From an optimization exercise on the open Yosys and OpenROAD flow, aimed at small area; shortcuts taken in it are not production practice.
At most, simulation tests tie the RTL to the original design; equivalence was not proved.
Only the layout flow was run in run 1; the RTL was not checked for function there.
Power is estimated from default activity; no workload was simulated.

<file path="flow/config.mk">
export PLATFORM = sky130hd
export DESIGN_NAME = debayer
export DESIGN_NICKNAME = debayer
export VERILOG_FILES = /design/flow/design.v
export SDC_FILE = /design/flow/constraint.sdc
export NUM_CORES = 4
export LEC_CHECK = 0
export CAP_MARGIN = 20
export CORE_MARGIN = 2
export CORE_UTILIZATION = 60
export CTS_CLUSTER_DIAMETER = 100
export CTS_CLUSTER_SIZE = 25
export SLEW_MARGIN = 20
</file>
<file path="flow/run.sh">
#!/bin/bash
# synth_recipe.tcl (not shown) runs the flow's synth.tcl, then flattens the netlist and writes it again
# the make line also repeats each setting of config.mk as NAME=value (left out here)
make -C /OpenROAD-flow-scripts/flow DESIGN_CONFIG=/design/flow/config.mk WORK_HOME=/design/flow/orfs CLKGATE_MAP_FILE= SYNTH_SCRIPT=/design/flow/synth_recipe.tcl finish
</file>
<file path="flow/constraint.sdc">
create_clock -name core_clock -period 6.0 [get_ports {clk}]
set_input_delay 1.2000 -clock core_clock [delete_from_list [all_inputs] [get_ports {clk}]]
set_output_delay 1.2000 -clock core_clock [all_outputs]
set_load 0.01 [all_outputs]
</file>
<file path="flow/design.v">
module debayer
    #(
    parameter line_length = 64
    )
    (
        input               clk,
        input               reset,
        input               sof_in,
        input [9:0]         pixel_data,
        input               pixel_data_valid,
        output logic [15:0] pixel_out_data,
        output logic        pixel_out_data_valid,
        output logic        sof,
        output logic        sof_2
    );
    assign sof_2 = sof;
    localparam [2:0] ST_WAITFIRSTLINES = 3'd0,
                     ST_WAITFIRSTPIX   = 3'd1,
                     ST_G_B            = 3'd2,
                     ST_G_R            = 3'd3,
                     ST_R              = 3'd4,
                     ST_B              = 3'd5;
    localparam SEG = line_length - 5;    
    wire rst = reset | sof_in;
    logic [2:0]  db_state;
    logic        last_gb;
    logic [5:0]  pixel_x;
    logic [5:1]  pixel_valid;
    logic [8:0]  pixels_received;        
    logic [4:1]  hit;                    
    logic        sclr;
    logic [1:0]  rd_lvl;                 
    logic [1:0]  rd_lvl_d;
    logic [2:0]  xtra;                   
    logic        rgb_pixel_valid;
    logic [9:0]  buf_pixel, buf2_pixel, buf3_pixel;
    logic sh, hold;
    always @(posedge clk) begin
        sh   <= pixel_valid[2] & ~rst;
        hold <= ~(pixel_valid[2] & ~rst);
    end
    logic [4:0][9:0] w4;
    logic [4:0][7:0] w3, w2, w1;
    logic [4:2][7:0] w0;
    logic [SEG-1:0][7:0] d3;
    logic [SEG:0][7:0]   d2, d1, d0;
    wire [4:0][9:0]     w4_n = {buf3_pixel, w4[4:1]};
    wire [SEG-1:0][7:0] d3_n = {d3[SEG-2:0], w4[0][9:2]};
    wire [4:0][7:0]     w3_n = {d3[SEG-1], w3[4:1]};
    wire [SEG:0][7:0]   d2_n = {d2[SEG-1:0], w3[0]};
    wire [4:0][7:0]     w2_n = {(xtra[2] ? d2[SEG] : d2[SEG-1]), w2[4:1]};
    wire [SEG:0][7:0]   d1_n = {d1[SEG-1:0], w2[0]};
    wire [4:0][7:0]     w1_n = {(xtra[1] ? d1[SEG] : d1[SEG-1]), w1[4:1]};
    wire [SEG:0][7:0]   d0_n = {d0[SEG-1:0], w1[0]};
    wire [4:2][7:0]     w0_n = {(xtra[0] ? d0[SEG] : d0[SEG-1]), w0[4:3]};
    always @(posedge clk) begin
        w4 <= (w4_n & {$bits(w4){sh}}) | (w4 & {$bits(w4){hold}});
        d3 <= (d3_n & {$bits(d3){sh}}) | (d3 & {$bits(d3){hold}});
        w3 <= (w3_n & {$bits(w3){sh}}) | (w3 & {$bits(w3){hold}});
        d2 <= (d2_n & {$bits(d2){sh}}) | (d2 & {$bits(d2){hold}});
        w2 <= (w2_n & {$bits(w2){sh}}) | (w2 & {$bits(w2){hold}});
        d1 <= (d1_n & {$bits(d1){sh}}) | (d1 & {$bits(d1){hold}});
        w1 <= (w1_n & {$bits(w1){sh}}) | (w1 & {$bits(w1){hold}});
        d0 <= (d0_n & {$bits(d0){sh}}) | (d0 & {$bits(d0){hold}});
        w0 <= (w0_n & {$bits(w0){sh}}) | (w0 & {$bits(w0){hold}});
    end
    wire [7:0] q02 = w0[2];
    wire [7:0] q11 = w1[1], q12 = w1[2], q13 = w1[3];
    wire [7:0] q20 = w2[0], q21 = w2[1], q22 = w2[2], q23 = w2[3], q24 = w2[4];
    wire [7:0] q31 = w3[1], q32 = w3[2], q33 = w3[3];
    wire [9:0] r   = w4[2];
    logic [7:0] pa, pb;          
    logic [8:0] pnh, pnv, pfh;   
    logic [9:0] pr, pd;          
    always @(posedge clk) begin
        pa  <= q22;
        pb  <= q02;
        pnh <= q21 + q23;
        pnv <= q12 + q32;
        pfh <= q20 + q24;
        pr  <= r;
        pd  <= q11 + q13 + q31 + q33;
    end
    wire [15:0] x40 = {pa, 5'd0} + {pa, 3'd0} - {pd, 3'd0};    
    wire [15:0] g   = pfh + pb;
    wire [15:0] s_gatrb = 16'd18 + {pa, 4'd0} + {pnh, 3'd0} + {pnv, 3'd0}
                        - {g, 2'd0} - pr;
    wire [15:0] s2_ratg_r_b = 16'd30 + x40 + {pnh, 5'd0}
                        + {pb, 2'd0} + {pr[9:1], 1'b0} - {pfh, 3'd0};
    wire [15:0] s2_ratg_b_r = 16'd36 + x40 + {pnv, 5'd0}
                        + {pfh, 2'd0} - {pb, 3'd0} - {pr, 1'b0};
    wire [15:0] s2_ratb = 16'd38 + {pa, 7'd0} - {x40, 1'b0}
                        - {g, 3'd0} - {g, 2'd0} - {pr, 1'b0} - pr + pr[0];
    function automatic [5:0] top6(input [15:0] s);
        top6 = s[15] ? 6'd0 : (s[14] | s[13]) ? 6'h3F : s[12:7];
    endfunction
    function automatic [5:0] top6x2(input [15:0] s2);
        top6x2 = s2[15] ? 6'd0 : s2[14] ? 6'h3F : s2[13:8];
    endfunction
    wire [5:0] k_g   = top6(s_gatrb);            
    wire [4:0] k_b   = top6x2(s2_ratb) >> 1;      
    wire [4:0] k_rgb = top6x2(s2_ratg_r_b) >> 1;  
    wire [4:0] k_rgr = top6x2(s2_ratg_b_r) >> 1;  
    wire [5:0] k_c   = pa[7:2];                   
    logic [2:0] nstate;
    logic       n_last_gb;
    logic [5:0] n_pixel_x;
    always_comb begin
        nstate    = db_state;
        n_last_gb = last_gb;
        n_pixel_x = pixel_x;
        if (pixel_valid[4] && hit[4])
            nstate = ST_G_R;
        case (db_state)
            ST_R: if (pixel_valid[5]) begin
                n_pixel_x = pixel_x + 6'd2;
                if (pixel_x == line_length - 6) begin
                    nstate    = ST_WAITFIRSTPIX;
                    n_last_gb = 1'b0;
                end else
                    nstate = ST_G_R;
            end
            ST_G_R: if (pixel_valid[5]) nstate = ST_R;
            ST_G_B: if (pixel_valid[5]) begin
                n_pixel_x = pixel_x + 6'd2;
                if (pixel_x == line_length - 6) begin
                    nstate    = ST_WAITFIRSTPIX;
                    n_last_gb = 1'b1;
                end else
                    nstate = ST_B;
            end
            ST_B: if (pixel_valid[5]) nstate = ST_G_B;
            ST_WAITFIRSTPIX: if (pixel_valid[5]) begin
                if (pixel_x == line_length - 1) begin
                    n_pixel_x = 6'd0;
                    nstate    = last_gb ? ST_G_R : ST_B;
                end else
                    n_pixel_x = pixel_x + 6'd1;
            end
            default: ;
        endcase
    end
    logic [15:0] colors;
    always @(posedge clk) begin
        case (db_state)
            ST_R:    colors <= {k_b,          k_g,      k_c[5:1]};
            ST_G_R:  colors <= {k_rgr,        k_c,      k_rgb};
            ST_G_B:  colors <= {k_rgb,        k_c,      k_rgr};
            default: colors <= {k_c[5:1],     k_g,      k_b};
        endcase
        pixel_out_data <= colors;
    end
    always @(posedge clk) begin
        buf_pixel  <= pixel_data;
        buf2_pixel <= buf_pixel;
        buf3_pixel <= buf2_pixel;
        sclr       <= rst;
        if (rst) begin
            db_state             <= ST_WAITFIRSTLINES;
            pixel_x              <= 6'd0;
            pixel_valid          <= 5'd0;
            pixels_received      <= 9'd0;
            hit                  <= 4'd0;
            rd_lvl               <= 2'd0;
            sof                  <= 1'b0;
            rgb_pixel_valid      <= 1'b0;
            pixel_out_data_valid <= 1'b0;
        end else begin
            pixel_valid          <= {pixel_valid[4:1], pixel_data_valid};
            pixel_out_data_valid <= rgb_pixel_valid;
            rd_lvl_d             <= rd_lvl;
            if (sclr)
                xtra <= (rd_lvl_d == 2'd3) ? 3'b111 : (rd_lvl_d == 2'd2) ? 3'b110 :
                        (rd_lvl_d == 2'd1) ? 3'b100 : 3'b000;
            rd_lvl <= 2'd0;
            hit    <= {hit[3:1], 1'b0};
            if (pixel_data_valid) begin
                if (pixels_received != 9'd261)
                    pixels_received <= pixels_received + 9'd1;
                hit[1] <= (pixels_received == 9'd260);
                rd_lvl <= (pixels_received > 9'd180) ? 2'd3 :
                          (pixels_received > 9'd121) ? 2'd2 :
                          (pixels_received > 9'd62)  ? 2'd1 : 2'd0;
            end
            if (pixel_valid[4] && hit[4])
                sof <= 1'b1;
            if (db_state == ST_R)
                sof <= 1'b0;
            db_state <= nstate;
            last_gb  <= n_last_gb;
            pixel_x  <= n_pixel_x;
            rgb_pixel_valid <= (db_state == ST_R || db_state == ST_G_R ||
                                db_state == ST_G_B || db_state == ST_B) && pixel_valid[5];
        end
    end
endmodule
</file>
==> results of run 1 <==
flip-flops by register name (all words and copies together) (netlist names), 16 cells and up:
| register | count |
|---|---|
| d0 | 480 |
| d1 | 480 |
| d2 | 480 |
| d3 | 472 |
| w4 | 46 |
| w1 | 40 |
| w2 | 40 |
| w3 | 40 |
| w0 | 24 |
| colors | 16 |
| pixel_out_data | 16 |
repair_timing:
item,in CTS,in global routing
endpoints found under the setup margin,0,15
gates resized for setup,0,20
buffers inserted,0,4
hold buffers,0,0
worst paths after layout:
path                start             to  cells past startpoint
max                 pa[0]      colors[3]                     24
min          buf_pixel[0]  buf2_pixel[0]                      0
max reg2reg         pa[0]      colors[3]                     24
min reg2reg  buf_pixel[0]  buf2_pixel[0]                      0
synthesized netlist by cell type (all sizes together) (3+ instances only):
cell type / number / share of area, %
nand2b: 16 / 0.13
or3: 6 / 0.050
buf: 11 / 0.060
nor3: 11 / 0.074
and2: 13 / 0.11
a31oi: 6 / 0.050
mux2: 25 / 0.38
ha: 163 / 2.7
nand2: 39 / 0.20
o21a: 12 / 0.12
maj3: 5 / 0.067
a21boi: 5 / 0.050
nand4: 4 / 0.034
o211ai: 6 / 0.060
a22o: 2104 / 25
a21o: 29 / 0.29
dfxtp: 2262 / 61
inv: 281 / 1.4
o21ai: 43 / 0.29
o21bai: 17 / 0.17
a22oi: 9 / 0.090
xnor2: 45 / 0.53
a211o: 3 / 0.035
a21oi: 58 / 0.39
nand3: 11 / 0.074
edfxtp: 6 / 0.24
and3: 7 / 0.059
or2: 7 / 0.062
clkbuf: 472 / 2.4
nor2: 58 / 0.29
o221ai: 4 / 0.055
o22ai: 3 / 0.034
xor2: 27 / 0.32
nor2b: 11 / 0.092
a211oi: 5 / 0.050
a221o: 3 / 0.040
fa: 125 / 3.4
o211a: 3 / 0.040
critical path: stages, from the launching register on:
cell	delay [ns]
sky130_fd_sc_hd__dfxtp_1	0.33
sky130_fd_sc_hd__inv_1	0.06
sky130_fd_sc_hd__fa_1	0.53
sky130_fd_sc_hd__inv_1	0.04
sky130_fd_sc_hd__ha_1	0.30
sky130_fd_sc_hd__nor2b_1	0.14
sky130_fd_sc_hd__o21a_1	0.17
sky130_fd_sc_hd__o21a_1	0.17
sky130_fd_sc_hd__o21ai_1	0.12
sky130_fd_sc_hd__nand2b_1	0.11
sky130_fd_sc_hd__xnor2_1	0.15
sky130_fd_sc_hd__buf_4	0.15
sky130_fd_sc_hd__fa_1	0.48
sky130_fd_sc_hd__inv_1	0.05
sky130_fd_sc_hd__fa_1	0.47
sky130_fd_sc_hd__inv_1	0.05
sky130_fd_sc_hd__fa_1	0.48
sky130_fd_sc_hd__ha_4	0.30
sky130_fd_sc_hd__nand2_1	0.05
sky130_fd_sc_hd__a211o_1	0.25
sky130_fd_sc_hd__a31o_1	0.19
sky130_fd_sc_hd__a221o_1	0.38
sky130_fd_sc_hd__xor2_1	0.17
sky130_fd_sc_hd__a21boi_1	0.18
sky130_fd_sc_hd__a221o_1	0.36
metal layers:
| layer | wire length [um] | share of wire [%] | track usage, % | up-vias |
|---|---|---|---|---|
| li1 | - | - | - | 21500 |
| met1 | 67100 | 50 | 30.2 | 21000 |
| met2 | 62100 | 46 | 33.0 | 308 |
| met3 | 3160 | 2.3 | 2.49 | 147 |
| met4 | 3020 | 2.2 | 5.83 | 0 |
| met5 | 0 | 0 | 0 | - |
power by group through the flow:
stage | logic [mW] | registers [mW] | clock network [mW]
global route | 0.276 | 15.1 | 8.30
floorplan | 0.157 | 15.5 | 0
CTS | 0.246 | 15.1 | 7.78
finish | 0.250 | 15.1 | 7.50
global placement | 0.242 | 15.5 | 0
detailed placement | 0.245 | 15.5 | 0
cell type report:
class | count | share of cell area [%]
Timing Repair Buffer | 101 | 1.43
Tap cell | 1637 | 2.60
Sequential cell | 2268 | 57.7
Multi-Input combinational cell | 2905 | 33.5
Clock inverter | 6 | 0.113
Inverter | 281 | 1.34
Clock buffer | 107 | 3.29
per-stage QoR:
step	power (mW)	instance area (um^2)	instances	hold WS [ns]
floorplan	15.6	74700	5937	0.310
global placement	15.7	76000	7188	0.312
detailed placement	15.7	76000	7188	0.313
CTS	23.2	78700	7301	0.332
global route	23.7	78800	7305	0.341
finish	22.9	78800	7305	0.328
logic make-up after synthesis:
kind of cell	count (synthesis)	share of synthesized area, %
AO/OA/AOI/OAI	2325	26.6
flip-flops	2268	60.9
buffers and inverters	764	3.85
adder cells (fa/ha/maj)	293	6.15
AND/OR/NAND/NOR	189	1.24
XOR/XNOR	72	0.845
multiplexers	26	0.391
==> out/results.ini, run 1 <==
[outcome]
outcome=finished clean

[logic_synthesis]
synth_enable_flop_cells=6
synth-warning-count=1
yosys.cell_types.count=61
synth.ff_latch_count=2268
synthesis.area_per_instance_um2=12.6
post_synth_inst_count=5937
most_instantiated_flip_flop_cell_in_the_synthesis_netlist=sky130_fd_sc_hd__dfxtp_1
syn-cell-area_um2=74700
synth_seq_area_share_pct=60.9
synth_async_sr_flop_share_pct=0

[drt]
post_drt_wl_per_cell_um=18.5
postRouteAntennaNets=0
drt_iter0_drc=3288
dr_vias_cell=5.88
drc=0
drt_wl_total_um=135000
via_count=42900
drtPass1Iterations=5

[placement]
port_buffers=32
gp_congestion=0.874
detailed_place_hpwl_um=85200
post-place-ws_ns=0.157

[cells_and_area]
post_route_cells_drive_above_1_share_pct=4.08
layout.cells.most_common=sky130_fd_sc_hd__dfxtp_1
design.final.nets=5960
layout.cells.most_common_list=2,259 x sky130_fd_sc_hd__dfxtp_1, 2,104 x sky130_fd_sc_hd__a22o_1, 281 x sky130_fd_sc_hd__inv_1
area_growth_pct=5.55
area.sequential_um2=45500
multiInputGateArea_um2=26400
layout.core_utilization_pct=63.7
num_antenna_cells=0
fillCellCount=9742

[global_routing]
grtUsageTotal_pct=20.8
antenna_found_initial=2
total_gr_overflow=0
first_pass_grt_wire_length_um=220000
via_count_of_the_first_global_routing_pass=40800
maximum_number_of_pins_on_one_net_before_global_route_repair=234

[power_and_ir_drop]
p_comb_share_pct=1.1
swShare_pct=20.0
vdd_ir_drop_max_uv=318
sequentialPowerShare_pct=66.1
static_leakage_power_nw=31.7
share_clk_of_total_power_pct=32.8
p_int_mw=18.3
net_switching_power_mw=4.57
cellPowerDensity_nw_per_um2=290

[clock_network]
clk_transition_reported_paths_ns=0.10
clock_tree.buffer_depth=3
cts-root-buf=sky130_fd_sc_hd__clkbuf_16
clock_latency_ns=0.73
cts_inserted_buffers=101
cts.sink_count=2268
h-tree-depth=3
tritoncts_clock_tree=built

[sta]
min_period_ns=5.77
post-route-period-util_pct=96.1
fmax_mhz=173
total_negative_setup_slacks_ns=0
timing_hold_violations_final=0
finalClockSkew_ns=0.0259
finalMaxSlewViolations=0
max_slew.worst_pin.slew_ns=1.08
setup_slack_ns=0.231
normalized_max_slew_margin_pct=28.3
setup_viol=0

[worst_hold_path]
hold_path_class=flop to flop

[critical_path]
critPathArrivalTime_ns=6.40
crit_fanout=4
worst_setup_path_end_kind=flop
critical_path_class=flop to flop
worst-r2r-setup-slack_ns=0.23
startpoint_type=flop
cp.required_ns=6.63

[floorplan]
die_height_um=357
coreArea_um2=124000
ports_placed_on_the_boundary=33
start_util_pct=60.4
design.die.area_um2=127000
fp.dieW_um=357
rows=129

[run]
maxcap_viol_count=0

==> run 2: changes to the inputs <==
--- a/flow/design.v
+++ b/flow/design.v
@@ -54,15 +54,15 @@
     wire [SEG:0][7:0]   d0_n = {d0[SEG-1:0], w1[0]};
     wire [4:2][7:0]     w0_n = {(xtra[0] ? d0[SEG] : d0[SEG-1]), w0[4:3]};
     always @(posedge clk) begin
-        w4 <= (w4_n & {$bits(w4){sh}}) | (w4 & {$bits(w4){hold}});
-        d3 <= (d3_n & {$bits(d3){sh}}) | (d3 & {$bits(d3){hold}});
-        w3 <= (w3_n & {$bits(w3){sh}}) | (w3 & {$bits(w3){hold}});
-        d2 <= (d2_n & {$bits(d2){sh}}) | (d2 & {$bits(d2){hold}});
-        w2 <= (w2_n & {$bits(w2){sh}}) | (w2 & {$bits(w2){hold}});
-        d1 <= (d1_n & {$bits(d1){sh}}) | (d1 & {$bits(d1){hold}});
-        w1 <= (w1_n & {$bits(w1){sh}}) | (w1 & {$bits(w1){hold}});
-        d0 <= (d0_n & {$bits(d0){sh}}) | (d0 & {$bits(d0){hold}});
-        w0 <= (w0_n & {$bits(w0){sh}}) | (w0 & {$bits(w0){hold}});
+        w4 <= (w4_n & {50{sh}}) | (w4 & {50{hold}});
+        d3 <= (d3_n & {SEG*8{sh}}) | (d3 & {SEG*8{hold}});
+        w3 <= (w3_n & {40{sh}}) | (w3 & {40{hold}});
+        d2 <= (d2_n & {(SEG+1)*8{sh}}) | (d2 & {(SEG+1)*8{hold}});
+        w2 <= (w2_n & {40{sh}}) | (w2 & {40{hold}});
+        d1 <= (d1_n & {(SEG+1)*8{sh}}) | (d1 & {(SEG+1)*8{hold}});
+        w1 <= (w1_n & {40{sh}}) | (w1 & {40{hold}});
+        d0 <= (d0_n & {(SEG+1)*8{sh}}) | (d0 & {(SEG+1)*8{hold}});
+        w0 <= (w0_n & {24{sh}}) | (w0 & {24{hold}});
     end
     wire [7:0] q02 = w0[2];
     wire [7:0] q11 = w1[1], q12 = w1[2], q13 = w1[3];
==> run 2 against run 1 <==
Register-to-register slack hardly changed. Worst setup slack stayed put. Via count stayed put. Cell count stayed put. First-iteration DRC count stayed put. Clock power hardly changed. Fmax stayed put. Non-clock buffer count stayed put. Flip-flop and latch count stayed put. Clock-buffer cell count stayed put. Largest cell class unchanged. Highest routed layer unchanged.
==> out/results.ini, run 2 <==
[clock_network]
clk_transition_reported_paths_ns=0.10  ; about the same
clock_tree.buffer_depth=3  ; unchanged
h-tree-depth=3  ; unchanged
tritoncts_clock_tree=built  ; unchanged
cts.sink_count=2268  ; unchanged
cts-root-buf=sky130_fd_sc_hd__clkbuf_16  ; unchanged
clock_latency_ns=0.73  ; about the same
cts_inserted_buffers=101  ; unchanged

[sta]
min_period_ns=5.77  ; unchanged
timing_hold_violations_final=0  ; unchanged
max_slew.worst_pin.slew_ns=1.08  ; unchanged
total_negative_setup_slacks_ns=0  ; unchanged
normalized_max_slew_margin_pct=28.3  ; unchanged
finalMaxSlewViolations=0  ; unchanged
finalClockSkew_ns=0.0259  ; unchanged
setup_viol=0  ; unchanged
post-route-period-util_pct=96.1  ; unchanged
fmax_mhz=173  ; unchanged

[power_and_ir_drop]
net_switching_power_mw=4.57  ; unchanged
swShare_pct=20.0  ; unchanged
share_clk_of_total_power_pct=32.8  ; about the same
power_mw=22.9  ; unchanged
static_leakage_power_nw=31.7  ; unchanged
cellPowerDensity_nw_per_um2=290  ; unchanged
sequentialPowerShare_pct=66.1  ; about the same
p_comb_share_pct=1.1  ; about the same
p_int_mw=18.3  ; unchanged
vdd_ir_drop_max_uv=318  ; unchanged

[logic_synthesis]
synth_async_sr_flop_share_pct=0  ; unchanged
yosys.cell_types.count=61  ; unchanged
synthTopCellsByCount=2,262 x sky130_fd_sc_hd__dfxtp_1, 2,104 x sky130_fd_sc_hd__a22o_1, 472 x sky130_fd_sc_hd__clkbuf_1, 281 x sky130_fd_sc_hd__inv_1, 163 x sky130_fd_sc_hd__ha_1  ; unchanged
netlist.area_leader.share_pct=60.7  ; unchanged
synth-warning-count=1  ; unchanged
post_synth_inst_count=5937  ; unchanged
synth.ff_latch_count=2268  ; unchanged
syn-cell-area_um2=74700  ; unchanged
yosysMostFrequentCell=sky130_fd_sc_hd__dfxtp_1  ; unchanged
synth_seq_area_share_pct=60.9  ; unchanged
synth.top_cells.by_area=sky130_fd_sc_hd__dfxtp_1 61%, sky130_fd_sc_hd__a22o_1 25%, sky130_fd_sc_hd__fa_1 3.4%, sky130_fd_sc_hd__ha_1 2.7%, sky130_fd_sc_hd__clkbuf_1 2.4%  ; unchanged
synth_enable_flop_cells=6  ; unchanged
synthesis.area_per_instance_um2=12.6  ; unchanged
most_instantiated_flip_flop_cell_in_the_synthesis_netlist=sky130_fd_sc_hd__dfxtp_1  ; unchanged
synth_top_cell_by_area=sky130_fd_sc_hd__dfxtp_1  ; unchanged

[critical_path]
worst_setup_path_end_kind=flop  ; unchanged
critPathArrivalTime_ns=6.40  ; about the same
cp.required_ns=6.63  ; about the same
crit_fanout=4  ; unchanged
startpoint_type=flop  ; unchanged
critical_path_class=flop to flop  ; unchanged

[floorplan]
die_height_um=357  ; unchanged
design.die.area_um2=127000  ; unchanged
ports_placed_on_the_boundary=33  ; unchanged
fp.dieW_um=357  ; unchanged
start_util_pct=60.4  ; unchanged
coreArea_um2=124000  ; unchanged
rows=129  ; unchanged

[drt]
drt_iter0_drc=3288  ; unchanged
via_count=42900  ; unchanged
dr_vias_cell=5.88  ; unchanged
drtPass1Iterations=5  ; unchanged
post_drt_wl_per_cell_um=18.5  ; unchanged
drc=0  ; unchanged
drt_wl_total_um=135000  ; unchanged
postRouteAntennaNets=0  ; unchanged

[cells_and_area]
area_growth_pct=5.55  ; unchanged
post_route_cells_drive_above_1_share_pct=4.08  ; unchanged
layout.cells.most_common_list=2,259 x sky130_fd_sc_hd__dfxtp_1, 2,104 x sky130_fd_sc_hd__a22o_1, 281 x sky130_fd_sc_hd__inv_1  ; unchanged
fin_area_um2=78800  ; unchanged
num_antenna_cells=0  ; unchanged
layout.cells.most_common=sky130_fd_sc_hd__dfxtp_1  ; unchanged
largest_registers=d0 (480), d1 (480), d2 (480)  ; unchanged
design.final.nets=5960  ; unchanged

[run]
maxcap_viol_count=0  ; unchanged

[placement]
detailed_place.area_um2=76000  ; unchanged
port_buffers=32  ; unchanged
detailed_place_hpwl_um=85200  ; unchanged
gp_congestion=0.874  ; unchanged

[worst_hold_path]
hold_path_class=flop to flop  ; unchanged

[global_routing]
via_count_of_the_first_global_routing_pass=40800  ; unchanged
maximum_number_of_pins_on_one_net_before_global_route_repair=234  ; unchanged
antenna_found_initial=2  ; unchanged
total_gr_overflow=0  ; unchanged
first_pass_grt_wire_length_um=220000  ; unchanged
grtUsageTotal_pct=20.8  ; unchanged

[outcome]
outcome=finished clean  ; unchanged

==> run 2: cell counts after synthesis <==
Identical to the previous run, type by type.
==> run 2: path summary, 6_finish.rpt <==
path | startpoint | to | slack (ns) | depth (start not counted)
max | pa[0] | colors[3] | 0.23 | 24
min reg2reg | buf_pixel[0] | buf2_pixel[0] | 0.33 | 0
min | buf_pixel[0] | buf2_pixel[0] | 0.33 | 0
max reg2reg | pa[0] | colors[3] | 0.23 | 24
==> run 2: per-layer routing <==
metal / wire, um / vias to the layer above / GRT usage (%)
li1: - / 21500 / -
met1: 67100 / 21000 / 30.2
met2: 62100 / 308 / 33.0
met3: 3160 / 147 / 2.49
met4: 3020 / 0 / 5.83
met5: 0 / - / 0
==> run 2: metrics by stage <==
| step | instances | worst slack, ns | utilization (%) | hold WS (ns) |
|---|---|---|---|---|
| global placement | 7188 | 0.184 | 61.5 | 0.312 |
| floorplan | 5937 | 0.412 | - | 0.310 |
| detailed placement | 7188 | 0.157 | 61.5 | 0.313 |
| CTS | 7301 | 0.144 | 63.6 | 0.332 |
| finish | 7305 | 0.231 | 63.7 | 0.328 |
| global route | 7305 | -0.00652 | 63.7 | 0.341 |
==> run 2: final cells by class <==
type / count / area, um^2
clock buffer: 107 / 2590
clock inverter: 6 / 88.8
fill: 9742 / 44800
inverter: 281 / 1050
multi-input combinational: 2905 / 26400
sequential: 2268 / 45500
tap: 1637 / 2050
timing repair buffer: 101 / 1130
==> run 2: logic make-up after synthesis <==
family | count (synthesis) | synth area share (%)
AO/OA/AOI/OAI | 2325 | 26.6
flip-flops | 2268 | 60.9
buffers and inverters | 764 | 3.85
adder cells (fa/ha/maj) | 293 | 6.15
AND/OR/NAND/NOR | 189 | 1.24
XOR/XNOR | 72 | 0.845
multiplexers | 26 | 0.391
==> run 2: power by group through the flow <==
stage / clock (mW) / sequential [mW] / combinational [mW]
finish: 7.50 / 15.1 / 0.250
global route: 8.30 / 15.1 / 0.276
CTS: 7.78 / 15.1 / 0.246
detailed placement: 0 / 15.5 / 0.245
global placement: 0 / 15.5 / 0.242
floorplan: 0 / 15.5 / 0.157
==> run 2: what timing repair did <==
action | 4_1_cts | 5_1_grt
hold buffers | 0 | 0
gates resized for setup | 0 | 20
buffers inserted | 0 | 4
endpoints found under the setup margin | 0 | 15
==> run 2: worst max-delay path: stages (launching register included) <==
cell                       delay, ns
sky130_fd_sc_hd__dfxtp_1        0.33
sky130_fd_sc_hd__inv_1          0.06
sky130_fd_sc_hd__fa_1           0.53
sky130_fd_sc_hd__inv_1          0.04
sky130_fd_sc_hd__ha_1           0.30
sky130_fd_sc_hd__nor2b_1        0.14
sky130_fd_sc_hd__o21a_1         0.17
sky130_fd_sc_hd__o21a_1         0.17
sky130_fd_sc_hd__o21ai_1        0.12
sky130_fd_sc_hd__nand2b_1       0.11
sky130_fd_sc_hd__xnor2_1        0.15
sky130_fd_sc_hd__buf_4          0.15
sky130_fd_sc_hd__fa_1           0.48
sky130_fd_sc_hd__inv_1          0.05
sky130_fd_sc_hd__fa_1           0.47
sky130_fd_sc_hd__inv_1          0.05
sky130_fd_sc_hd__fa_1           0.48
sky130_fd_sc_hd__ha_4           0.30
sky130_fd_sc_hd__nand2_1        0.05
sky130_fd_sc_hd__a211o_1        0.25
sky130_fd_sc_hd__a31o_1         0.19
sky130_fd_sc_hd__a221o_1        0.38
sky130_fd_sc_hd__xor2_1         0.17
sky130_fd_sc_hd__a21boi_1       0.18
sky130_fd_sc_hd__a221o_1        0.36
==> run 3: changes to the inputs <==
==> flow/flow/run.sh (new file) <==
#!/bin/bash
set -euo pipefail
export CTS_ARGS="-sink_clustering_enable -repair_clock_nets -dont_use_dummy_load -buf_list sky130_fd_sc_hd__clkbuf_8 -sink_clustering_size 18 -sink_clustering_max_diameter 60 -sink_clustering_levels 2"
bash standard.sh > run_standard.log 2>&1
==> flow/standard.sh (new file) <==
#!/bin/bash
# synth_recipe.tcl (not shown) runs the flow's synth.tcl, then flattens the netlist and writes it again
# the make line also repeats each setting of config.mk as NAME=value (left out here)
make -C /OpenROAD-flow-scripts/flow DESIGN_CONFIG=/design/flow/config.mk WORK_HOME=/design/flow/orfs CLKGATE_MAP_FILE= SYNTH_SCRIPT=/design/flow/synth_recipe.tcl "${@:-finish}"
--- a/flow/config.mk
+++ b/flow/config.mk
@@ -7,7 +7,5 @@
 export LEC_CHECK = 0
 export CAP_MARGIN = 20
 export CORE_MARGIN = 2
-export CORE_UTILIZATION = 60
-export CTS_CLUSTER_DIAMETER = 100
-export CTS_CLUSTER_SIZE = 25
+export CORE_UTILIZATION = 70
 export SLEW_MARGIN = 20
removed: flow/run.sh
==> run 3 against run 2 <==
Still clean on timing, DRC and antenna. Non-clock buffer count up 10. Combinational power up 3%. Clock skew up 0.066 ns. Cell area decreased by 1.2%. Global-route usage increased by 4.0 points. Critical path depth fell by 2. Sequential power about the same. Sequential share of layout area grew 0.68 points.
==> out/results.ini, run 3 <==
[critical_path]
critical_path_class=flop to flop  ; unchanged
startpoint_type=flop  ; unchanged
cp.required_ns=6.65  ; was 6.63 ns
critPathArrivalTime_ns=6.39  ; was 6.40 ns
crit_fanout=4  ; unchanged
worst_setup_path_end_kind=flop  ; unchanged

[logic_synthesis]
synth_async_sr_flop_share_pct=0  ; unchanged
synthesis.area_per_instance_um2=12.6  ; unchanged
synth.top_cells.by_area=sky130_fd_sc_hd__dfxtp_1 61%, sky130_fd_sc_hd__a22o_1 25%, sky130_fd_sc_hd__fa_1 3.4%, sky130_fd_sc_hd__ha_1 2.7%, sky130_fd_sc_hd__clkbuf_1 2.4%  ; unchanged
synth_enable_flop_cells=6  ; unchanged
synth_top_cell_by_area=sky130_fd_sc_hd__dfxtp_1  ; unchanged
most_instantiated_flip_flop_cell_in_the_synthesis_netlist=sky130_fd_sc_hd__dfxtp_1  ; unchanged
netlist.area_leader.share_pct=60.7  ; unchanged
synth.ff_latch_count=2268  ; unchanged
synth_seq_area_share_pct=60.9  ; unchanged
synthTopCellsByCount=2,262 x sky130_fd_sc_hd__dfxtp_1, 2,104 x sky130_fd_sc_hd__a22o_1, 472 x sky130_fd_sc_hd__clkbuf_1, 281 x sky130_fd_sc_hd__inv_1, 163 x sky130_fd_sc_hd__ha_1  ; unchanged
post_synth_inst_count=5937  ; unchanged
yosysMostFrequentCell=sky130_fd_sc_hd__dfxtp_1  ; unchanged
syn-cell-area_um2=74700  ; unchanged
synth-warning-count=1  ; unchanged
yosys.cell_types.count=61  ; unchanged

[sta]
normalized_max_slew_margin_pct=24.1  ; was 28.3%
timing_hold_violations_final=0  ; unchanged
post-route-period-util_pct=95.6  ; was 96.1%
min_period_ns=5.74  ; was 5.77 ns
finalClockSkew_ns=0.0920  ; was 0.0259 ns
fmax_mhz=174  ; was 173 MHz
max_slew.worst_pin.slew_ns=1.14  ; was 1.08 ns
finalMaxSlewViolations=0  ; unchanged
setup_viol=0  ; unchanged

[floorplan]
start_util_pct=70.7  ; was 60.4%
rows=119  ; was 129
die_height_um=331  ; was 357 um
design.die.area_um2=109000  ; was 127,000 um^2
coreArea_um2=106000  ; was 124,000 um^2
ports_placed_on_the_boundary=33  ; unchanged
fp.dieW_um=331  ; was 357 um

[power_and_ir_drop]
p_int_mw=17.5  ; was 18.3 mW
swShare_pct=20.2  ; was 20.0%
power_mw=21.9  ; was 22.9 mW
static_leakage_power_nw=31.5  ; was 31.7 nW
vdd_ir_drop_max_uv=265  ; was 318 uV
share_clk_of_total_power_pct=29.6  ; was 32.8%
net_switching_power_mw=4.41  ; was 4.57 mW
cellPowerDensity_nw_per_um2=281  ; was 290 nW/um^2
p_comb_share_pct=1.2  ; was 1.1%
sequentialPowerShare_pct=69.2  ; was 66.1%

[cells_and_area]
layout.core_utilization_pct=73.8  ; was 63.7%
area_growth_pct=4.31  ; was 5.55%
layout.cells.most_common=sky130_fd_sc_hd__dfxtp_1  ; unchanged
fillCellCount=7229  ; was 9,742
area.sequential_um2=45500  ; about the same
layout.cells.most_common_list=2,258 x sky130_fd_sc_hd__dfxtp_1, 2,104 x sky130_fd_sc_hd__a22o_1, 281 x sky130_fd_sc_hd__inv_1  ; was 2,259 x sky130_fd_sc_hd__dfxtp_1, 2,104 x sky130_fd_sc_hd__a22o_1, 281 x sky130_fd_sc_hd__inv_1
largest_registers=d0 (480), d1 (480), d2 (480)  ; unchanged
design.final.nets=6018  ; was 5,960
multiInputGateArea_um2=26400  ; about the same
post_route_cells_drive_above_1_share_pct=4.94  ; was 4.08%

[global_routing]
antenna_found_initial=4  ; was 2
grtUsageTotal_pct=24.8  ; was 20.8%
first_pass_grt_wire_length_um=222000  ; was 220,000 um
total_gr_overflow=0  ; unchanged
via_count_of_the_first_global_routing_pass=41600  ; was 40,800
maximum_number_of_pins_on_one_net_before_global_route_repair=246  ; was 234

[drt]
drc=0  ; unchanged
drt_iter0_drc=3352  ; was 3,288
post_drt_wl_per_cell_um=19.4  ; was 18.5 um
dr_vias_cell=6.14  ; was 5.88
drtPass1Iterations=5  ; unchanged
postRouteAntennaNets=0  ; unchanged
drt_wl_total_um=138000  ; was 135,000 um
via_count=43600  ; was 42,900

[outcome]
outcome=finished clean  ; unchanged

[clock_network]
cts-root-buf=sky130_fd_sc_hd__clkbuf_8  ; was sky130_fd_sc_hd__clkbuf_16
clk_transition_reported_paths_ns=0.10  ; about the same
cts_inserted_buffers=149  ; was 101
holdBufCountCts=0  ; unchanged
tritoncts_clock_tree=built  ; unchanged
h-tree-depth=4  ; was 3
clock_tree.buffer_depth=3  ; unchanged
clock_latency_ns=0.85  ; was 0.73 ns
cts.sink_count=2268  ; unchanged

[placement]
port_buffers=32  ; unchanged
detailed_place_hpwl_um=88500  ; was 85,200 um
gp_congestion=0.892  ; was 0.874

[worst_hold_path]
hold_path_class=flop to flop  ; unchanged

[run]
maxcap_viol_count=0  ; unchanged

## run 3: cells by family after synthesis
family / after synthesis / synth area share (%)
XOR/XNOR: 72 / 0.845
AO/OA/AOI/OAI: 2325 / 26.6
adder cells (fa/ha/maj): 293 / 6.15
buffers and inverters: 764 / 3.85
AND/OR/NAND/NOR: 189 / 1.24
flip-flops: 2268 / 60.9
multiplexers: 26 / 0.391
## run 3: timing repair
item | in CTS | in global routing
buffers inserted | 0 | 1
cloned | 0 | 0
pin swaps | 0 | 8
setup endpoints to repair | 1 | 10
gates resized for setup | 1 | 24
## run 3: cell type report
type	instances	area share (%)
flip-flops and latches	2268	58.4
multi-input cells	2905	33.9
clock buffers	149	2.63
well taps	1391	2.23
repair buffers	111	1.43
inverters	281	1.35
diodes	2	0.00643
## run 3: final timing paths
check	from	endpoint	slack [ns]	cells past startpoint
worst max-delay path	pfh[1]	colors[3]	0.26	22
worst min-delay path	colors[13]	pixel_out_data[13]	0.31	0
worst max register to register	pfh[1]	colors[3]	0.26	22
worst min register to register	colors[13]	pixel_out_data[13]	0.31	0
## run 3: through the flow
| stage | TNS [ns] | instance area (um^2) | worst slack (ns) | cells | hold WS, ns |
|---|---|---|---|---|---|
| after floorplan | 0 | 74700 | 0.412 | 5937 | 0.310 |
| after CTS | 0 | 77700 | 0.0356 | 7104 | 0.302 |
| after detailed placement | 0 | 75700 | 0.140 | 6955 | 0.312 |
| final | 0 | 77900 | 0.262 | 7107 | 0.310 |
| after global placement | 0 | 75700 | 0.162 | 6955 | 0.311 |
| after global routing | -0.00248 | 77900 | -0.00248 | 7107 | 0.319 |
## run 3: power by group through the flow
stage | sequential (mW) | clock (mW) | combinational (mW)
finish | 15.1 | 6.48 | 0.258
detailed placement | 15.5 | 0 | 0.255
CTS | 15.1 | 6.66 | 0.256
global route | 15.1 | 7.18 | 0.284
global placement | 15.5 | 0 | 0.252
floorplan | 15.5 | 0 | 0.157
## run 3: critical path, stage by stage (launching register included)
cell,delay (ns)
sky130_fd_sc_hd__dfxtp_1,0.40
sky130_fd_sc_hd__ha_1,0.27
sky130_fd_sc_hd__a21o_1,0.18
sky130_fd_sc_hd__a21oi_1,0.22
sky130_fd_sc_hd__o21ai_0,0.14
sky130_fd_sc_hd__a21oi_2,0.21
sky130_fd_sc_hd__o21bai_1,0.08
sky130_fd_sc_hd__a21oi_1,0.27
sky130_fd_sc_hd__xor2_1,0.14
sky130_fd_sc_hd__buf_4,0.17
sky130_fd_sc_hd__fa_1,0.51
sky130_fd_sc_hd__inv_1,0.05
sky130_fd_sc_hd__fa_1,0.48
sky130_fd_sc_hd__inv_1,0.05
sky130_fd_sc_hd__fa_1,0.45
sky130_fd_sc_hd__ha_1,0.32
sky130_fd_sc_hd__o221ai_2,0.10
sky130_fd_sc_hd__a211o_1,0.30
sky130_fd_sc_hd__a31o_1,0.19
sky130_fd_sc_hd__a221o_2,0.41
sky130_fd_sc_hd__xor2_2,0.17
sky130_fd_sc_hd__a21boi_4,0.16
sky130_fd_sc_hd__a221o_1,0.35
## run 3: metal layers
layer  share of wire, %  vias up  wire length (um)  global-route usage [%]
met5                  0        -                 0                       0
met4                2.6        0              3610                    7.49
met3                2.6      185              3540                    3.05
met2                 47      499             65100                    40.2
met1                 47    21400             65300                    35.1
li1                   -    21600                 -                       -
==> run 4: changes to the inputs <==
--- a/flow/config.mk
+++ b/flow/config.mk
@@ -7,5 +7,5 @@
 export LEC_CHECK = 0
 export CAP_MARGIN = 20
 export CORE_MARGIN = 2
-export CORE_UTILIZATION = 70
+export CORE_UTILIZATION = 60
 export SLEW_MARGIN = 20
==> run 4 against run 3 <==
Sequential power about the same. Clock power up 0.8%. Non-clock buffer count down 10. First-iteration DRC count down 1.7%. Combinational power down 3%. Still clean on timing, DRC and antenna. Critical path type unchanged. Cell area up 0.46%. Clock-buffer cell count up 1. Global-route usage down 3.9 points. Synthesized area unchanged.
==> out/results.ini, run 4 <==
[clock_network]
cts-root-buf=sky130_fd_sc_hd__clkbuf_8  ; unchanged
cts_inserted_buffers=150  ; was 149
clock_tree.buffer_depth=3  ; unchanged
tritoncts_clock_tree=built  ; unchanged
cts.sink_count=2268  ; unchanged
h-tree-depth=4  ; unchanged
clock_latency_ns=0.86  ; was 0.85 ns
clk_transition_reported_paths_ns=0.11  ; was 0.10 ns

[worst_hold_path]
hold_path_class=flop to flop  ; unchanged

[sta]
normalized_max_slew_margin_pct=28.1  ; was 24.1%
setup_slack_ns=0.235  ; was 0.262 ns
finalMaxSlewViolations=0  ; unchanged
max_slew.worst_pin.slew_ns=1.08  ; was 1.14 ns
total_negative_setup_slacks_ns=0  ; unchanged
finalClockSkew_ns=0.102  ; was 0.0920 ns
post-route-period-util_pct=96.1  ; was 95.6%
min_period_ns=5.76  ; was 5.74 ns
timing_hold_violations_final=0  ; unchanged
setup_viol=0  ; unchanged
fmax_mhz=173  ; was 174 MHz

[drt]
post_drt_wl_per_cell_um=18.5  ; was 19.4 um
drt_iter0_drc=3296  ; was 3,352
drtPass1Iterations=5  ; unchanged
drc=0  ; unchanged
dr_vias_cell=5.88  ; was 6.14
via_count=43200  ; was 43,600
postRouteAntennaNets=0  ; unchanged
drt_wl_total_um=136000  ; was 138,000 um

[logic_synthesis]
synth.top_cells.by_area=sky130_fd_sc_hd__dfxtp_1 61%, sky130_fd_sc_hd__a22o_1 25%, sky130_fd_sc_hd__fa_1 3.4%, sky130_fd_sc_hd__ha_1 2.7%, sky130_fd_sc_hd__clkbuf_1 2.4%  ; unchanged
syn-cell-area_um2=74700  ; unchanged
synth_async_sr_flop_share_pct=0  ; unchanged
synth-warning-count=1  ; unchanged
synth_seq_area_share_pct=60.9  ; unchanged
yosysMostFrequentCell=sky130_fd_sc_hd__dfxtp_1  ; unchanged
synthTopCellsByCount=2,262 x sky130_fd_sc_hd__dfxtp_1, 2,104 x sky130_fd_sc_hd__a22o_1, 472 x sky130_fd_sc_hd__clkbuf_1, 281 x sky130_fd_sc_hd__inv_1, 163 x sky130_fd_sc_hd__ha_1  ; unchanged
synthesis.area_per_instance_um2=12.6  ; unchanged
synth.ff_latch_count=2268  ; unchanged
most_instantiated_flip_flop_cell_in_the_synthesis_netlist=sky130_fd_sc_hd__dfxtp_1  ; unchanged
synth_enable_flop_cells=6  ; unchanged
synth_top_cell_by_area=sky130_fd_sc_hd__dfxtp_1  ; unchanged
post_synth_inst_count=5937  ; unchanged
yosys.cell_types.count=61  ; unchanged
netlist.area_leader.share_pct=60.7  ; unchanged

[global_routing]
total_gr_overflow=0  ; unchanged
antenna_found_initial=3  ; was 4
via_count_of_the_first_global_routing_pass=41000  ; was 41,600
maximum_number_of_pins_on_one_net_before_global_route_repair=234  ; was 246
first_pass_grt_wire_length_um=220000  ; was 222,000 um
grtUsageTotal_pct=20.9  ; was 24.8%

[critical_path]
path_buf_inv=5  ; was 3
crit_fanout=4  ; unchanged
cp.required_ns=6.70  ; was 6.65 ns
critPathArrivalTime_ns=6.47  ; was 6.39 ns
critical_path_class=flop to flop  ; unchanged
slowest_delay_ns=0.53  ; was 0.51 ns
crit_path_cell_trace=inv_1 > fa_1 > inv_1 > ha_4 > nor2b_1 > o21a_1 > o21a_1 > o21ai_1 > nand2b_1 > xnor2_1 > buf_4 > fa_1 > inv_1 > fa_1 > inv_1 > fa_1 > ha_4 > nand2_1 > a211o_1 > a31o_1 > a221o_1 > xor2_1 > a21boi_2 > a221o_1  ; was ha_1 > a21o_1 > a21oi_1 > o21ai_0 > a21oi_2 > o21bai_1 > a21oi_1 > xor2_1 > buf_4 > fa_1 > inv_1 > fa_1 > inv_1 > fa_1 > ha_1 > o221ai_2 > a211o_1 > a31o_1 > a221o_2 > xor2_2 > a21boi_4 > a221o_1
startpoint_type=flop  ; unchanged
crit_slowest_cell=sky130_fd_sc_hd__fa_1  ; unchanged
worst_setup_path_end_kind=flop  ; unchanged
cp_top_family=adder cells  ; was compound AO/OA/AOI/OAI gates

[floorplan]
die_height_um=357  ; was 331 um
fp.dieW_um=357  ; was 331 um
rows=129  ; was 119
design.die.area_um2=127000  ; was 109,000 um^2
ports_placed_on_the_boundary=33  ; unchanged
start_util_pct=60.4  ; was 70.7%
coreArea_um2=124000  ; was 106,000 um^2

[cells_and_area]
area_growth_pct=4.79  ; was 4.31%
fin_area_um2=78200  ; was 77,900 um^2
largest_registers=d0 (480), d1 (480), d2 (480)  ; unchanged
layout.cells.most_common=sky130_fd_sc_hd__dfxtp_1  ; unchanged
layout.core_utilization_pct=63.3  ; was 73.8%
design.final.nets=6009  ; was 6,018
post_route_cells_drive_above_1_share_pct=4.87  ; was 4.94%
layout.cells.most_common_list=2,258 x sky130_fd_sc_hd__dfxtp_1, 2,104 x sky130_fd_sc_hd__a22o_1, 281 x sky130_fd_sc_hd__inv_1  ; unchanged

[power_and_ir_drop]
cellPowerDensity_nw_per_um2=280  ; was 281 nW/um^2
static_leakage_power_nw=31.5  ; about the same
vdd_ir_drop_max_uv=261  ; was 265 uV

[placement]
port_buffers=32  ; unchanged
post-place-ws_ns=0.157  ; was 0.140 ns
detailed_place.area_um2=76000  ; was 75,700 um^2
detailed_place_hpwl_um=85200  ; was 88,500 um
gp_congestion=0.874  ; was 0.892

[outcome]
outcome=finished clean  ; unchanged

[run]
maxcap_viol_count=0  ; unchanged

## run 4: cell types whose count changed in the layout (fill, tap and decap cells not counted), sizes merged
cell | before | now
buf | 79 | 69
clkbuf | 149 | 150
diode | 2 | 1
## run 4: worst reg2reg max path, delay by kind of cell (launching register included)
kind | cells | cell delay [ns]
simple gates | 3 | 0.29
flops | 1 | 0.34
compound gates | 8 | 1.82
xor+xnor | 2 | 0.34
fa+ha+maj | 6 | 2.49
buf+inv | 5 | 0.36
## run 4: kinds of logic (layout without fill, tap and decap cells)
| group | count (synthesis) | in the layout | share of synthesized area (%) |
|---|---|---|---|
| fa+ha+maj | 293 | 293 | 6.15 |
| simple gates | 189 | 189 | 1.24 |
| flops | 2268 | 2268 | 60.9 |
| xor+xnor | 72 | 72 | 0.845 |
| buf+inv | 764 | 532 | 3.85 |
| mux | 26 | 26 | 0.391 |
| compound gates | 2325 | 2325 | 26.6 |
| other cells | 0 | 1 | 0 |
## run 4: area by class of cell
class / instances / area, um^2
diodes: 1 / 2.50
flip-flops and latches: 2268 / 45500
well taps: 1637 / 2050
fillers: 9849 / 45400
repair buffers: 101 / 1130
inverters: 281 / 1050
multi-input cells: 2905 / 26500
clock buffers: 150 / 2060
## run 4: what timing repair did
| action | in CTS | in global routing |
|---|---|---|
| hold buffers | 0 | 0 |
| setup buffers | 0 | 4 |
| gates resized for setup | 0 | 28 |
| setup endpoints to repair | 0 | 15 |
## run 4: worst paths after layout
| check | from | to | slack [ns] | depth (start not counted) |
|---|---|---|---|---|
| max reg2reg | pa[0] | colors[3] | 0.24 | 24 |
| min reg2reg | w2[16] | pa[0] | 0.29 | 0 |
| min | w2[16] | pa[0] | 0.29 | 0 |
| max | pa[0] | colors[3] | 0.24 | 24 |
## run 4: layer usage
metal  part of all wire, %  global-route usage, %  vias to the layer above
met5                     0                      0                        -
met4                   2.2                   5.84                        0
met3                   2.2                   2.91                      166
met2                    46                   32.8                      350
met1                    50                   30.2                    21100
li1                      -                      -                    21600
## run 4: where the power goes
group | switching (mW) | internal (mW)
clock network | 4.27 | 2.25
registers | 0.0339 | 15.1
logic | 0.141 | 0.109
## run 4: per-stage QoR
| step | cells | total power, mW | hold WS [ns] |
|---|---|---|---|
| global placement | 7188 | 15.7 | 0.312 |
| global route | 7343 | 22.7 | 0.277 |
| finish | 7343 | 21.9 | 0.289 |
| detailed placement | 7188 | 15.7 | 0.313 |
| CTS | 7338 | 22.2 | 0.288 |
| floorplan | 5937 | 15.6 | 0.310 |
==> run 5: changes to the inputs <==
--- a/flow/config.mk
+++ b/flow/config.mk
@@ -5,7 +5,7 @@
 export SDC_FILE = /design/flow/constraint.sdc
 export NUM_CORES = 4
 export LEC_CHECK = 0
-export CAP_MARGIN = 20
+export CAP_MARGIN = 5
 export CORE_MARGIN = 2
 export CORE_UTILIZATION = 60
-export SLEW_MARGIN = 20
+export SLEW_MARGIN = 5
==> run 5 against run 4 <==
Total power barely moved. Clock skew barely moved. Worst hold slack improved by 0.0016 ns. Wire length barely moved. Critical path type unchanged. Highest routed layer unchanged.
==> out/results.ini, run 5 <==
[cells_and_area]
area_growth_pct=4.81  ; was 4.79%
design.final.nets=6009  ; unchanged
post_route_cells_drive_above_1_share_pct=4.93  ; was 4.87%
largest_registers=d0 (480), d1 (480), d2 (480)  ; unchanged
layout.cells.most_common=sky130_fd_sc_hd__dfxtp_1  ; unchanged
layout.cells.non_filler=7343  ; unchanged
layout.cells.most_common_list=2,258 x sky130_fd_sc_hd__dfxtp_1, 2,104 x sky130_fd_sc_hd__a22o_1, 280 x sky130_fd_sc_hd__inv_1  ; was 2,258 x sky130_fd_sc_hd__dfxtp_1, 2,104 x sky130_fd_sc_hd__a22o_1, 281 x sky130_fd_sc_hd__inv_1

[logic_synthesis]
netlist.area_leader.share_pct=60.7  ; unchanged
synth_async_sr_flop_share_pct=0  ; unchanged
yosys.cell_types.count=61  ; unchanged
synth-warning-count=1  ; unchanged
synth_seq_area_share_pct=60.9  ; unchanged
synth.ff_latch_count=2268  ; unchanged
post_synth_inst_count=5937  ; unchanged
most_instantiated_flip_flop_cell_in_the_synthesis_netlist=sky130_fd_sc_hd__dfxtp_1  ; unchanged
synthTopCellsByCount=2,262 x sky130_fd_sc_hd__dfxtp_1, 2,104 x sky130_fd_sc_hd__a22o_1, 472 x sky130_fd_sc_hd__clkbuf_1, 281 x sky130_fd_sc_hd__inv_1, 163 x sky130_fd_sc_hd__ha_1  ; unchanged
synthesis.area_per_instance_um2=12.6  ; unchanged
synth_enable_flop_cells=6  ; unchanged
syn-cell-area_um2=74700  ; unchanged
yosysMostFrequentCell=sky130_fd_sc_hd__dfxtp_1  ; unchanged
synth_top_cell_by_area=sky130_fd_sc_hd__dfxtp_1  ; unchanged
synth.top_cells.by_area=sky130_fd_sc_hd__dfxtp_1 61%, sky130_fd_sc_hd__a22o_1 25%, sky130_fd_sc_hd__fa_1 3.4%, sky130_fd_sc_hd__ha_1 2.7%, sky130_fd_sc_hd__clkbuf_1 2.4%  ; unchanged

[global_routing]
first_pass_grt_wire_length_um=220000  ; unchanged
total_gr_overflow=0  ; unchanged
maximum_number_of_pins_on_one_net_before_global_route_repair=234  ; unchanged
grtUsageTotal_pct=20.9  ; unchanged
via_count_of_the_first_global_routing_pass=41000  ; unchanged
antenna_found_initial=3  ; unchanged

[sta]
finalClockSkew_ns=0.103  ; was 0.102 ns
setup_viol=0  ; unchanged
post-route-period-util_pct=96.1  ; about the same
max_slew.worst_pin.slew_ns=1.12  ; was 1.08 ns
finalMaxSlewViolations=0  ; unchanged
hold_ws_ns=0.290  ; was 0.289 ns
min_period_ns=5.77  ; was 5.76 ns
timing_hold_violations_final=0  ; unchanged
normalized_max_slew_margin_pct=25.4  ; was 28.1%
fmax_mhz=173  ; about the same

[floorplan]
start_util_pct=60.4  ; unchanged
design.die.area_um2=127000  ; unchanged
die_height_um=357  ; unchanged
fp.dieW_um=357  ; unchanged
rows=129  ; unchanged
coreArea_um2=124000  ; unchanged
ports_placed_on_the_boundary=33  ; unchanged

[clock_network]
holdBufCountCts=0  ; unchanged
h-tree-depth=4  ; unchanged
cts.sink_count=2268  ; unchanged
tritoncts_clock_tree=built  ; unchanged
clock_latency_ns=0.86  ; about the same
clk_transition_reported_paths_ns=0.11  ; about the same
clock_tree.buffer_depth=3  ; unchanged
cts-root-buf=sky130_fd_sc_hd__clkbuf_8  ; unchanged
cts_inserted_buffers=150  ; unchanged

[drt]
postRouteAntennaNets=0  ; unchanged
drt_iter0_drc=3204  ; was 3,296
via_count=43200  ; about the same
drc=0  ; unchanged
post_drt_wl_per_cell_um=18.5  ; about the same
dr_vias_cell=5.89  ; was 5.88
drt_wl_total_um=136000  ; about the same
drtPass1Iterations=5  ; unchanged

[critical_path]
worst-r2r-setup-slack_ns=0.23  ; was 0.24 ns
crit_fanout=4  ; unchanged
crit_path_cell_trace=inv_1 > fa_1 > inv_2 > ha_4 > nor2b_1 > o21a_1 > o21a_1 > o21ai_1 > nand2b_1 > xnor2_1 > buf_4 > fa_1 > inv_1 > fa_1 > inv_1 > fa_1 > ha_4 > nand2_1 > a211o_1 > a31o_1 > a221o_1 > xor2_1 > a21boi_2 > a221o_1  ; was inv_1 > fa_1 > inv_1 > ha_4 > nor2b_1 > o21a_1 > o21a_1 > o21ai_1 > nand2b_1 > xnor2_1 > buf_4 > fa_1 > inv_1 > fa_1 > inv_1 > fa_1 > ha_4 > nand2_1 > a211o_1 > a31o_1 > a221o_1 > xor2_1 > a21boi_2 > a221o_1
startpoint_type=flop  ; unchanged
critical_path_class=flop to flop  ; unchanged
critPathArrivalTime_ns=6.47  ; about the same
critPathMostFrequentCell=sky130_fd_sc_hd__fa_1
crit_slowest_cell=sky130_fd_sc_hd__fa_1  ; unchanged
slowest_delay_ns=0.54  ; was 0.53 ns
worst_setup_path_end_kind=flop  ; unchanged
cp.required_ns=6.70  ; about the same

[power_and_ir_drop]
static_leakage_power_nw=31.5  ; about the same
cellPowerDensity_nw_per_um2=280  ; about the same
vdd_ir_drop_max_uv=261  ; about the same

[run]
maxcap_viol_count=0  ; unchanged

[placement]
gp_congestion=0.874  ; unchanged
port_buffers=32  ; unchanged
dpl_cells=7188  ; unchanged
detailed_place_hpwl_um=85200  ; unchanged

[outcome]
outcome=finished clean  ; unchanged

[worst_hold_path]
hold_path_class=flop to flop  ; unchanged

## run 5: final timing paths
path              startpoint        end  cells after the start
setup / recovery       pa[0]  colors[3]                     24
hold / removal        w2[16]      pa[0]                      0
setup reg to reg       pa[0]  colors[3]                     24
hold reg to reg       w2[16]      pa[0]                      0
## run 5: routing by layer
metal  part of all wire [%]  track usage [%]  routed length (um)
met1                     50             30.2               67700
met2                     46             32.8               61900
met3                    2.2             2.91                3050
met4                    2.2             5.84                3050
met5                      0                0                   0
## run 5: final cells by class
| type | count | area, um^2 |
|---|---|---|
| flip-flops and latches | 2268 | 45500 |
| fillers | 9848 | 45400 |
| multi-input cells | 2905 | 26500 |
| clock buffers | 150 | 2060 |
| well taps | 1637 | 2050 |
| repair buffers | 101 | 1130 |
| inverters | 281 | 1050 |
| diodes | 1 | 2.50 |
## run 5: power breakdown
part           switching (mW)  internal, mW  total [mW]
registers              0.0340          15.1        15.1
clock network            4.27          2.25        6.53
logic                   0.141         0.110       0.251
## run 5: cell families (layout without fill, tap and decap cells)
group	count (synthesis)	count (layout)	synth area share (%)
fa+ha+maj	293	293	6.15
flops	2268	2268	60.9
simple gates	189	189	1.24
compound gates	2325	2325	26.6
other cells	0	1	0
buf+inv	764	532	3.85
xor+xnor	72	72	0.845
mux	26	26	0.391
## run 5: timing repair
| item | CTS | global route |
|---|---|---|
| resized for setup | 0 | 31 |
| buffers inserted | 0 | 4 |
| endpoints found under the setup margin | 0 | 15 |
## run 5: critical path, delay by kind of cell, from the launching register on
| family | cells | cell delay, ns |
|---|---|---|
| AND/OR/NAND/NOR | 3 | 0.29 |
| buffers and inverters | 5 | 0.35 |
| XOR/XNOR | 2 | 0.33 |
| flip-flops | 1 | 0.34 |
| adder cells (fa/ha/maj) | 6 | 2.49 |
| AO/OA/AOI/OAI | 8 | 1.83 |
## run 5: metrics by stage
| stage | power, mW | area (um^2) | worst slack (ns) | TNS, ns | utilization (%) |
|---|---|---|---|---|---|
| after global routing | 22.7 | 78200 | -0.0201 | -0.0201 | 63.3 |
| after global placement | 15.7 | 76000 | 0.184 | 0 | 61.5 |
| after floorplan | 15.6 | 74700 | 0.412 | 0 | - |
| final | 21.9 | 78200 | 0.233 | 0 | 63.3 |
| after CTS | 22.2 | 78100 | 0.0634 | 0 | 63.1 |
| after detailed placement | 15.7 | 76000 | 0.157 | 0 | 61.5 |
==> run 6: changes to the inputs <==
--- a/flow/design.v
+++ b/flow/design.v
@@ -81,27 +81,32 @@
         pr  <= r;
         pd  <= q11 + q13 + q31 + q33;
     end
-    wire [15:0] x40 = {pa, 5'd0} + {pa, 3'd0} - {pd, 3'd0};    
-    wire [15:0] g   = pfh + pb;
-    wire [15:0] s_gatrb = 16'd18 + {pa, 4'd0} + {pnh, 3'd0} + {pnv, 3'd0}
-                        - {g, 2'd0} - pr;
-    wire [15:0] s2_ratg_r_b = 16'd30 + x40 + {pnh, 5'd0}
-                        + {pb, 2'd0} + {pr[9:1], 1'b0} - {pfh, 3'd0};
-    wire [15:0] s2_ratg_b_r = 16'd36 + x40 + {pnv, 5'd0}
-                        + {pfh, 2'd0} - {pb, 3'd0} - {pr, 1'b0};
-    wire [15:0] s2_ratb = 16'd38 + {pa, 7'd0} - {x40, 1'b0}
-                        - {g, 3'd0} - {g, 2'd0} - {pr, 1'b0} - pr + pr[0];
-    function automatic [5:0] top6(input [15:0] s);
-        top6 = s[15] ? 6'd0 : (s[14] | s[13]) ? 6'h3F : s[12:7];
-    endfunction
+    logic is_g;              
+    always_comb is_g = (db_state == ST_G_R) || (db_state == ST_G_B);
+    wire [15:0] x = (is_g ? 16'd53294 : 16'd57398)
+                  + {pa, 5'd0} + {~pfh, 3'd0}
+                  + (is_g ? {pnh, 5'd0} : {pnh, 4'd0})
+                  + (is_g ? 16'd0 : {pnv, 4'd0})
+                  + (is_g ? {pb, 2'd0} : {~pb, 3'd0})
+                  + (is_g ? {pr[9:1], 1'b0} : {~pr, 1'b0})
+                  + (is_g ? {~pd, 3'd0} : 16'd0)
+                  + (is_g ? {pa, 3'd0} : 16'd0);
+    wire [15:0] y = (is_g ? 16'd53302 : 16'd53313)
+                  + {pa, 5'd0} + {pa, 3'd0} + {~pb, 3'd0} + {~pr, 1'b0}
+                  + (is_g ? {~pd, 3'd0} : {pd, 4'd0})
+                  + (is_g ? {pnv, 5'd0} : 16'd0)
+                  + (is_g ? {pfh, 2'd0} : {~pfh, 2'd0})
+                  + (is_g ? 16'd0 : {~pfh, 3'd0})
+                  + (is_g ? 16'd0 : {pa, 3'd0})
+                  + (is_g ? 16'd0 : {~pb, 2'd0})
+                  + (is_g ? 16'd0 : {6'd0, ~pr})
+                  + (is_g ? 16'd0 : {15'd0, pr[0]});
     function automatic [5:0] top6x2(input [15:0] s2);
         top6x2 = s2[15] ? 6'd0 : s2[14] ? 6'h3F : s2[13:8];
     endfunction
-    wire [5:0] k_g   = top6(s_gatrb);            
-    wire [4:0] k_b   = top6x2(s2_ratb) >> 1;      
-    wire [4:0] k_rgb = top6x2(s2_ratg_r_b) >> 1;  
-    wire [4:0] k_rgr = top6x2(s2_ratg_b_r) >> 1;  
-    wire [5:0] k_c   = pa[7:2];                   
+    wire [5:0] kx = top6x2(x);       
+    wire [4:0] ky = top6x2(y) >> 1;  
+    wire [5:0] k_c = pa[7:2];        
     logic [2:0] nstate;
     logic       n_last_gb;
     logic [5:0] n_pixel_x;
@@ -143,10 +148,10 @@
     logic [15:0] colors;
     always @(posedge clk) begin
         case (db_state)
-            ST_R:    colors <= {k_b,          k_g,      k_c[5:1]};
-            ST_G_R:  colors <= {k_rgr,        k_c,      k_rgb};
-            ST_G_B:  colors <= {k_rgb,        k_c,      k_rgr};
-            default: colors <= {k_c[5:1],     k_g,      k_b};
+            ST_R:    colors <= {ky,           kx,       k_c[5:1]};
+            ST_G_R:  colors <= {ky,           k_c,      kx[5:1]};
+            ST_G_B:  colors <= {kx[5:1],      k_c,      ky};
+            default: colors <= {k_c[5:1],     kx,       ky};
         endcase
         pixel_out_data <= colors;
     end
==> flow/config.mk (replaced) <==
export PLATFORM = sky130hd
export DESIGN_NAME = debayer
export DESIGN_NICKNAME = debayer
export VERILOG_FILES = /design/flow/design.v
export SDC_FILE = /design/flow/constraint.sdc
export NUM_CORES = 4
export LEC_CHECK = 0
export CAP_MARGIN = 20
export CORE_MARGIN = 2
export CORE_UTILIZATION = 70
export SLEW_MARGIN = 20
==> run 6 against run 5 <==
Highest routed layer unchanged. Still clean. Core utilization up 9.9 points. Largest cell class unchanged. Sequential power about the same. Register-to-register slack better by 0.09 ns. Via count down 1.8%. Cell count down 5.5%.
==> out/results.ini, run 6 <==
[cells_and_area]
design.final.nets=5800  ; was 6,009
layout.cells.most_common_list=2,260 x sky130_fd_sc_hd__dfxtp_1, 2,103 x sky130_fd_sc_hd__a22o_1, 173 x sky130_fd_sc_hd__inv_1  ; was 2,258 x sky130_fd_sc_hd__dfxtp_1, 2,104 x sky130_fd_sc_hd__a22o_1, 280 x sky130_fd_sc_hd__inv_1
largest_registers=d0 (480), d1 (480), d2 (480)  ; unchanged
area_growth_pct=3.98  ; was 4.81%
fillCellCount=7331  ; was 9,848

[worst_hold_path]
hold_path_class=flop to flop  ; unchanged

[sta]
total_negative_setup_slacks_ns=0  ; unchanged
post-route-period-util_pct=94.7  ; was 96.1%
finalClockSkew_ns=0.0870  ; was 0.103 ns
hold_ws_ns=0.293  ; was 0.290 ns
setup_slack_ns=0.320  ; was 0.233 ns
min_period_ns=5.68  ; was 5.77 ns
timing_hold_violations_final=0  ; unchanged
setup_viol=0  ; unchanged

[critical_path]
slowest_delay_ns=0.52  ; was 0.54 ns
cp.required_ns=6.73  ; was 6.70 ns
startpoint_type=flop  ; unchanged
critPathMostFrequentCell=sky130_fd_sc_hd__fa_1  ; unchanged

[floorplan]
die_height_um=329  ; was 357 um
fp.dieW_um=329  ; was 357 um
ports_placed_on_the_boundary=33  ; unchanged
design.die.area_um2=108000  ; was 127,000 um^2
coreArea_um2=105000  ; was 124,000 um^2
start_util_pct=70.3  ; was 60.4%

[placement]
detailed_place.area_um2=74600  ; was 76,000 um^2

[clock_network]
holdBufCountCts=0  ; unchanged
tritoncts_clock_tree=built  ; unchanged
clock_tree.buffer_depth=3  ; unchanged
h-tree-depth=4  ; unchanged
cts_inserted_buffers=150  ; unchanged

[global_routing]
maximum_number_of_pins_on_one_net_before_global_route_repair=264  ; was 234
grt_util_met3_pct=3.26  ; was 2.91%
grt_use_met2_pct=33.1  ; was 32.8%

[logic_synthesis]
synth_top_cell_by_area=sky130_fd_sc_hd__dfxtp_1  ; unchanged
netlist.area_leader.share_pct=61.4  ; was 60.7%
most_instantiated_flip_flop_cell_in_the_synthesis_netlist=sky130_fd_sc_hd__dfxtp_1  ; unchanged
synth_async_sr_flop_share_pct=0  ; unchanged
synth-warning-count=1  ; unchanged
synthTopCellsByCount=2,262 x sky130_fd_sc_hd__dfxtp_1, 2,103 x sky130_fd_sc_hd__a22o_1, 478 x sky130_fd_sc_hd__clkbuf_1, 173 x sky130_fd_sc_hd__inv_1, 138 x sky130_fd_sc_hd__fa_1  ; was 2,262 x sky130_fd_sc_hd__dfxtp_1, 2,104 x sky130_fd_sc_hd__a22o_1, 472 x sky130_fd_sc_hd__clkbuf_1, 281 x sky130_fd_sc_hd__inv_1, 163 x sky130_fd_sc_hd__ha_1

[drt]
post_drt_wl_per_cell_um=17.5  ; was 18.5 um
postRouteAntennaNets=0  ; unchanged
drt_wl_total_um=122000  ; was 136,000 um
drc=0  ; unchanged

[outcome]
outcome=finished clean  ; unchanged

[power_and_ir_drop]
share_clk_of_total_power_pct=29.5  ; was 29.8%
cellPowerDensity_nw_per_um2=286  ; was 280 nW/um^2
p_int_mw=17.5  ; about the same
vdd_ir_drop_max_uv=265  ; was 261 uV

[run]
maxcap_viol_count=0  ; unchanged

-- run 6: layer usage --
layer	up-vias	wire length, um
met5	-	0
met4	0	2160
met3	168	3640
met2	446	53700
met1	20800	62200
li1	21000	-
-- run 6: cell families (layout without fill, tap and decap cells) --
group,count (synthesis),in the layout,synth area share (%)
adder cells (fa/ha/maj),240,240,5.48
AND/OR/NAND/NOR,266,266,1.74
XOR/XNOR,47,47,0.584
flip-flops,2268,2268,61.7
multiplexers,32,32,0.477
AO/OA/AOI/OAI,2280,2280,26.6
other,1,4,0.00509
buffers and inverters,672,409,3.45
-- run 6: layout make-up --
class | instances | area, um^2 | area share (%)
Antenna cell | 2 | 5.00 | 0.00653
Clock buffer | 150 | 2060 | 2.69
Inverter | 174 | 656 | 0.855
Multi-Input combinational cell | 2867 | 25700 | 33.6
Sequential cell | 2268 | 45500 | 59.3
Tap cell | 1391 | 1740 | 2.27
Timing Repair Buffer | 85 | 988 | 1.29
-- run 6: repair_timing --
action | CTS | global route
setup buffers | 0 | 0
endpoints found under the hold margin | 0 | 0
setup endpoints to repair | 0 | 1
gates resized for setup | 0 | 1
-- run 6: stage by stage --
step                std cells  power (mW)  util (%)
floorplan                5807        15.7         -
global route             6936        22.8      73.1
finish                   6937        21.9      73.1
global placement         6784        15.8      71.1
CTS                      6934        22.2      73.1
detailed placement       6784        15.8      71.1
-- run 6: path summary, 6_finish.rpt --
kind                     from  cells after the start  slack, ns                 end
setup / recovery  db_state[1]                     20       0.32          colors[13]
hold / removal     colors[14]                      0       0.29  pixel_out_data[14]
setup reg to reg  db_state[1]                     20       0.32          colors[13]
hold reg to reg    colors[14]                      0       0.29  pixel_out_data[14]
-- run 6: power by group through the flow --
stage	registers, mW	logic [mW]	clock network [mW]
final	15.2	0.312	6.47
after global routing	15.2	0.344	7.26
after CTS	15.2	0.311	6.72
after detailed placement	15.5	0.310	0
after global placement	15.5	0.305	0
after floorplan	15.5	0.206	0
-- run 6: worst max-delay path, delay by kind of cell (launching register included) --
| kind | cells | cell delay (ns) |
|---|---|---|
| compound gates | 2 | 0.48 |
| fa+ha+maj | 6 | 2.78 |
| buf+inv | 6 | 0.56 |
| simple gates | 5 | 1.00 |
| mux | 1 | 0.43 |
| flops | 1 | 0.33 |

Setup slack of run 6, layout unchanged: 0.320 ns with ideal ports, 0.320 ns with driving cells assumed (clock clkbuf_16, inputs buf_2), 0.320 ns with port delays also shifted by the 0.879 ns mid clock arrival.
